This is an optimization exercise on Yosys and OpenROAD, whose aim is small area and a short achievable clock period, not a production implementation. In this exercise RTL edits were held to simulation tests only and were not proved equivalent to the original. The flow treats the clock pin as an ideal source, which a real chip does not have. Power figures rest on the tool's default switching activity, not on a simulated workload.

== north ==
==> flow/design.v (excerpt) <==
module mips(
    input clk,
    input rst,
    output [31:0] imem_addr,
    input  [31:0] imem_rdata,
    output [31:0] dmem_addr,
    output [31:0] dmem_wdata,
    output        dmem_we,
    output        dmem_re,
    input  [31:0] dmem_rdata
);
    integer i;
    reg  [31:2] pc_x;
    wire [31:2] pc = pc_x ^ 30'h0c00;
    wire [31:2] pc_inc = pc + 30'd1;
    reg  [31:0] m_res;           
    reg         m_taken;
    always @(posedge clk or posedge rst)
        if (rst) pc_x <= 30'b0;
        else     pc_x <= (m_taken ? m_res[31:2] : pc_inc) ^ 30'h0c00;
    assign imem_addr = {pc, 2'b00};
    reg  [31:0] rf [1:31];
    reg  [31:1] rf_v;
    wire [31:1] w_en;
    wire [31:0] w_data;
    genvar g;
    generate for (g = 1; g < 32; g = g + 1) begin : wr
        always @(posedge clk)
            if (w_en[g]) rf[g] <= w_data;
    end endgenerate
    always @(posedge clk or posedge rst)
        if (rst) rf_v <= 31'b0;
        else     rf_v <= rf_v | w_en;
    reg [31:0] rs_lo, rs_hi, rt_lo, rt_hi;
    always @(*) begin
        rs_lo = 32'b0; rs_hi = 32'b0;
        rt_lo = 32'b0; rt_hi = 32'b0;
        for (i = 1; i < 17; i = i + 1) begin
            rs_lo = rs_lo | ({32{(imem_rdata[25:21] == i) & rf_v[i]}} & rf[i]);
            rt_lo = rt_lo | ({32{(imem_rdata[20:16] == i) & rf_v[i]}} & rf[i]);
        end
        for (i = 17; i < 32; i = i + 1) begin
            rs_hi = rs_hi | ({32{(imem_rdata[25:21] == i) & rf_v[i]}} & rf[i]);
            rt_hi = rt_hi | ({32{(imem_rdata[20:16] == i) & rf_v[i]}} & rf[i]);
        end
    end
    wire [5:0] f_op   = imem_rdata[31:26];
    wire [3:0] f_fn   = imem_rdata[3:0];
    wire       f_r    = (f_op == 6'h00);
    wire       f_addi = (f_op == 6'h08) | (f_op == 6'h09);
    wire       f_ori  = (f_op == 6'h0d);
    wire       f_lui  = (f_op == 6'h0f);
    wire       f_lw   = (f_op == 6'h23);
    wire       f_sw   = (f_op == 6'h2b);
    wire       f_beq  = (f_op == 6'h04);
    wire       f_sub  = f_r & ((f_fn == 4'b0010) | (f_fn == 4'b1010));
  ...
export LEC_CHECK = 0
export CAP_MARGIN = 20
export CORE_MARGIN = 2
export CORE_UTILIZATION = 35
export SLEW_MARGIN = 20
create_clock -name core_clock -period 6.2 [get_ports {clk}]
standard.sh (not shown) runs the stock make flow with config.mk's settings and CLKGATE_MAP_FILE= SYNTH_SCRIPT=/design/flow/synth_recipe.tcl, a recipe that flattens the netlist after the stock synthesis.
==> flow/flow/run.sh <==
#!/bin/bash
# Layout flow: the standard.sh (standard synthesis and ORFS steps) run in
# three parts so that the setup-repair target differs per stage:
#  - synthesis, floorplan, placement: no extra setup margin (no upsizing
#    before the wires are known),
#  - CTS and everything after: repair aiming for SETUP_MARGIN ns of slack,
#    with extra repair passes after CTS (post_cts.tcl). During the CTS and
#    global-route repairs the input delay is raised by 0.1 ns
#    (tighten_inputs.tcl) and put back afterwards (restore_inputs.tcl).
# Other changes from the standard flow: sizing not restricted to the same cell
# footprint, small plain port buffers (resized as needed), lower placement
# density, and a clock tree with larger sink clusters and no dummy loads.
# Each make's full output goes to a log here; ORFS keeps each step's log
# under orfs/logs.
set -euo pipefail
SETUP_MARGIN=3.6
f=$(pwd)/flow
common=(
  MATCH_CELL_FOOTPRINT=0
  "BUFFER_PORTS_ARGS=-buffer_cell sky130_fd_sc_hd__buf_2"
  PLACE_DENSITY=0.5
  "CTS_ARGS=-sink_clustering_enable -repair_clock_nets -dont_use_dummy_load -sink_clustering_size 20 -sink_clustering_max_diameter 80"
  PRE_CTS_TCL="$f/tighten_inputs.tcl"
  POST_CTS_TCL="$f/post_cts.tcl"
  PRE_GLOBAL_ROUTE_TCL="$f/tighten_inputs.tcl"
  POST_GLOBAL_ROUTE_TCL="$f/restore_inputs.tcl"
)
bash standard.sh "${common[@]}" SETUP_SLACK_MARGIN=0 place > flow_make_place.log 2>&1
bash standard.sh "${common[@]}" SETUP_SLACK_MARGIN=$SETUP_MARGIN cts > flow_make_cts.log 2>&1
bash standard.sh "${common[@]}" SETUP_SLACK_MARGIN=$SETUP_MARGIN finish > flow_make_finish.log 2>&1
Other scripts of this flow, unchanged in this note and not shown: flow/flow/post_cts.tcl, flow/flow/restore_inputs.tcl, flow/flow/tighten_inputs.tcl
north finished all stages; the layout is clean.
--- input diff north..south ---
diff --git a/flow/design.v b/flow/design.v
--- a/flow/design.v
+++ b/flow/design.v
@@ -139,42 +139,45 @@
                 assign pg_g[lv+1][bt] = pg_g[lv][bt];
                 assign pg_p[lv+1][bt] = pg_p[lv][bt];
             end
         end
     end endgenerate
     wire [32:0] c = {pg_g[5], e_sub};    
     wire [31:0] sum = e_p ^ c[31:0];
     wire        ltu = ~c[32];
-    wire [31:0] res = ({32{e_arith}} & sum) |
-                      ({32{e_and}} & e_g) |
-                      ({32{e_or}}  & (e_p | e_g)) |
-                      ({32{e_xor}} & e_p) |
-                      {31'b0, e_slt & ltu};
+    wire [31:0] lres = ({32{e_and}} & e_g) |
+                       ({32{e_or}}  & (e_p | e_g)) |
+                       ({32{e_xor}} & e_p) |
+                       {31'b0, e_slt & ltu};
     reg [31:0] m_sd;
     reg [3:0]  m_wlo;            
     reg [7:0]  m_whi;            
     reg        m_we, m_re;
     reg        m_mtr;            
+    reg [31:0] m_lres;           
+    reg        m_ar;             
     always @(posedge clk) begin
         m_mtr <= e_re;
-        m_res <= res;
+        m_res <= sum;
+        m_lres <= lres;
+        m_ar  <= e_arith;
         m_sd  <= e_b;
         for (i = 0; i < 4; i = i + 1)
             m_wlo[i] <= (e_dst[1:0] == i);
     end
     always @(posedge clk or posedge rst)
         if (rst) begin
             m_we <= 1'b0; m_re <= 1'b0; m_whi <= 8'b0; m_taken <= 1'b0;
         end else begin
             m_we <= e_we; m_re <= e_re; m_taken <= e_taken;
             for (i = 0; i < 8; i = i + 1)
                 m_whi[i] <= e_rw & (e_dst[4:2] == i);
         end
     assign dmem_addr  = m_res;
     assign dmem_wdata = m_sd;
     assign dmem_we    = m_we;
     assign dmem_re    = m_re;
-    assign w_data = m_mtr ? dmem_rdata : m_res;
+    assign w_data = m_mtr ? dmem_rdata : (({32{m_ar}} & m_res) | m_lres);
     generate for (g = 1; g < 32; g = g + 1) begin : we
         assign w_en[g] = m_wlo[g % 4] & m_whi[g / 4];
     end endgenerate
 endmodule
==> summary.txt <==
Measured against each other, north and south differ in combinational fraction of design power, the higher figure coming from north. north has lower static power due to leakage than south. Final worst-path cycle share down 0.75 points in south wrt north. south reports a lower proportion of layout cells with a drive suffix above 1 than north does. Changes observed in south relative to north: clock group share of total power increased by 0.3 points relative to the old numbers; placement-stage cell area went up; design area has increased. Compare north and south | fraction of the mapped netlist area in simple logic gates higher: south. From north to south the numbers moved as follows: biggest fanout along the worst timing path decreased 1; post-synthesis async set-or-reset flop share flat; critical path depth now sits higher; final wirelength decreased by about 4.4% relative to the old numbers.

Setup of build 85:
Another version of the RTL of mips (not shown whole).
Size in the first run: roughly 3900 cells after synthesis, ~160 I/O pins, roughly 0.057 mm2 of cells after synthesis.
export LEC_CHECK = 0
export CAP_MARGIN = 20
export CORE_MARGIN = 2
export CORE_UTILIZATION = 35
export SLEW_MARGIN = 20
create_clock -name core_clock -period 6.2 [get_ports {clk}]
==> flow/flow/run.sh <==
#!/bin/bash
# Layout flow: the standard.sh (standard synthesis and ORFS steps) run in
# three parts so that the setup-repair target differs per stage:
#  - synthesis, floorplan, placement: no extra setup margin (no upsizing
#    before the wires are known),
#  - CTS and everything after: repair aiming for SETUP_MARGIN ns of slack,
#    with extra repair passes after CTS (post_cts.tcl). During the CTS and
#    global-route repairs the input delay is raised by 0.2 ns
#    (tighten_inputs.tcl) and put back afterwards (restore_inputs.tcl).
# Other changes from the standard flow: sizing not restricted to the same cell
# footprint, small plain port buffers (resized as needed), lower placement
# density, a clock tree with larger sink clusters and no dummy loads, and
# larger input buffers on imem_rdata[25:16] (input_buffers.tcl, before the
# post-placement repair).
# Each make's full output goes to a log here; ORFS keeps each step's log
# under orfs/logs.
set -euo pipefail
SETUP_MARGIN=3.6
f=$(pwd)/flow
common=(
  MATCH_CELL_FOOTPRINT=0
  "BUFFER_PORTS_ARGS=-buffer_cell sky130_fd_sc_hd__buf_2"
  PLACE_DENSITY=0.5
  "CTS_ARGS=-sink_clustering_enable -repair_clock_nets -dont_use_dummy_load -sink_clustering_size 20 -sink_clustering_max_diameter 80"
  PRE_CTS_TCL="$f/tighten_inputs.tcl"
  POST_CTS_TCL="$f/post_cts.tcl"
  PRE_GLOBAL_ROUTE_TCL="$f/tighten_inputs.tcl"
  POST_GLOBAL_ROUTE_TCL="$f/restore_inputs.tcl"
  PRE_RESIZE_TCL="$f/input_buffers.tcl"
)
bash standard.sh "${common[@]}" SETUP_SLACK_MARGIN=0 place > flow_make_place.log 2>&1
bash standard.sh "${common[@]}" SETUP_SLACK_MARGIN=$SETUP_MARGIN cts > flow_make_cts.log 2>&1
bash standard.sh "${common[@]}" SETUP_SLACK_MARGIN=$SETUP_MARGIN finish > flow_make_finish.log 2>&1
Other scripts of this flow, unchanged in this note and not shown: flow/flow/input_buffers.tcl, flow/flow/post_cts.tcl, flow/flow/restore_inputs.tcl, flow/flow/tighten_inputs.tcl
Build 85: done, clean on timing, DRC and antenna
Here is what was changed in the inputs of build 70 compared with build 85.
diff --git a/flow/design.v b/flow/design.v
--- a/flow/design.v
+++ b/flow/design.v
@@ -14,41 +14,50 @@
     wire [31:2] pc = pc_x ^ 30'h0c00;
     wire [31:2] pc_inc = pc + 30'd1;
     reg  [31:0] m_res;           
     reg         m_taken;
     always @(posedge clk or posedge rst)
         if (rst) pc_x <= 30'b0;
         else     pc_x <= (m_taken ? m_res[31:2] : pc_inc) ^ 30'h0c00;
     assign imem_addr = {pc, 2'b00};
     reg  [31:0] rf [1:31];
     reg  [31:1] rf_v;
+    reg  [31:1] rf_vn;           
     wire [31:1] w_en;
     wire [31:0] w_data;
     genvar g;
     generate for (g = 1; g < 32; g = g + 1) begin : wr
         always @(posedge clk)
             if (w_en[g]) rf[g] <= w_data;
     end endgenerate
     always @(posedge clk or posedge rst)
         if (rst) rf_v <= 31'b0;
         else     rf_v <= rf_v | w_en;
+    always @(posedge clk or posedge rst)
+        if (rst) rf_vn <= {31{1'b1}};
+        else     rf_vn <= rf_vn & ~w_en;
     reg [31:0] rs_lo, rs_hi, rt_lo, rt_hi;
     always @(*) begin
         rs_lo = 32'b0; rs_hi = 32'b0;
         rt_lo = 32'b0; rt_hi = 32'b0;
-        for (i = 1; i < 17; i = i + 1) begin
-            rs_lo = rs_lo | ({32{(imem_rdata[25:21] == i) & rf_v[i]}} & rf[i]);
-            rt_lo = rt_lo | ({32{(imem_rdata[20:16] == i) & rf_v[i]}} & rf[i]);
-        end
-        for (i = 17; i < 32; i = i + 1) begin
-            rs_hi = rs_hi | ({32{(imem_rdata[25:21] == i) & rf_v[i]}} & rf[i]);
-            rt_hi = rt_hi | ({32{(imem_rdata[20:16] == i) & rf_v[i]}} & rf[i]);
+        for (i = 1; i < 32; i = i + 1) begin
+            if (i < 17) begin
+                rs_lo[15:0]  = rs_lo[15:0]  | ({16{(imem_rdata[25:21] == i) &  rf_v[i]}}  & rf[i][15:0]);
+                rs_lo[31:16] = rs_lo[31:16] | ({16{(imem_rdata[25:21] == i) & ~rf_vn[i]}} & rf[i][31:16]);
+                rt_lo[15:0]  = rt_lo[15:0]  | ({16{(imem_rdata[20:16] == i) &  rf_v[i]}}  & rf[i][15:0]);
+                rt_lo[31:16] = rt_lo[31:16] | ({16{(imem_rdata[20:16] == i) & ~rf_vn[i]}} & rf[i][31:16]);
+            end else begin
+                rs_hi[15:0]  = rs_hi[15:0]  | ({16{(imem_rdata[25:21] == i) &  rf_v[i]}}  & rf[i][15:0]);
+                rs_hi[31:16] = rs_hi[31:16] | ({16{(imem_rdata[25:21] == i) & ~rf_vn[i]}} & rf[i][31:16]);
+                rt_hi[15:0]  = rt_hi[15:0]  | ({16{(imem_rdata[20:16] == i) &  rf_v[i]}}  & rf[i][15:0]);
+                rt_hi[31:16] = rt_hi[31:16] | ({16{(imem_rdata[20:16] == i) & ~rf_vn[i]}} & rf[i][31:16]);
+            end
         end
     end
     wire [5:0] f_op   = imem_rdata[31:26];
     wire [3:0] f_fn   = imem_rdata[3:0];
     wire       f_r    = (f_op == 6'h00);
     wire       f_addi = (f_op == 6'h08) | (f_op == 6'h09);
     wire       f_ori  = (f_op == 6'h0d);
     wire       f_lui  = (f_op == 6'h0f);
     wire       f_lw   = (f_op == 6'h23);
     wire       f_sw   = (f_op == 6'h2b);
### Flow results
Compare build 70 and build 85 | well-tap cell count lower: build 85
Taking build 85 as the reference, in build 70 setup slack moved down, leakage power summed over all cells moved up.
Build 70 drops more vias than build 85.
Per the comparison of build 70 with build 85, switching fraction of total power now sits higher; wire length of the first global-routing pass now sits higher.

separate check: timing with driven ports:
No port has a modelled driver above. Below, the same layouts with a new extraction and two added sets of constraints.
Step 1 (the two cells are an assumption about what drives the block):
set clk [get_ports {clk}]
set_driving_cell -lib_cell sky130_fd_sc_hd__clkbuf_16 $clk
set_driving_cell -lib_cell sky130_fd_sc_hd__buf_2 [delete_from_list [all_inputs] $clk]
Step 2 times the ports against the registers' clock, not the clock port: input delays grow and output delays shrink by t, the midpoint of the rising clock arrivals with the driver on.
Slacks: ideal ports / drivers / drivers and shift; pairs: ideal ports / drivers.
run	shift t [ns]	setup WS [ns]	worst setup path after step 2	worst register clock-pin slew, ns
north	0.778	3.551 / 3.540 / 2.909	input to register	0.09 / 0.09
south	0.775	3.597 / 3.535 / 2.760	input to register	0.09 / 0.09
build 85	0.800	3.643 / 3.530 / 2.730	input to register	0.09 / 0.09
build 70	0.775	3.593 / 3.511 / 2.920	input to register	0.09 / 0.09
After both steps every run listed still meets setup and hold. For build 85, which loses most, drivers alone change the setup slack by -0.113 ns; drivers and shift together by -0.913 ns.
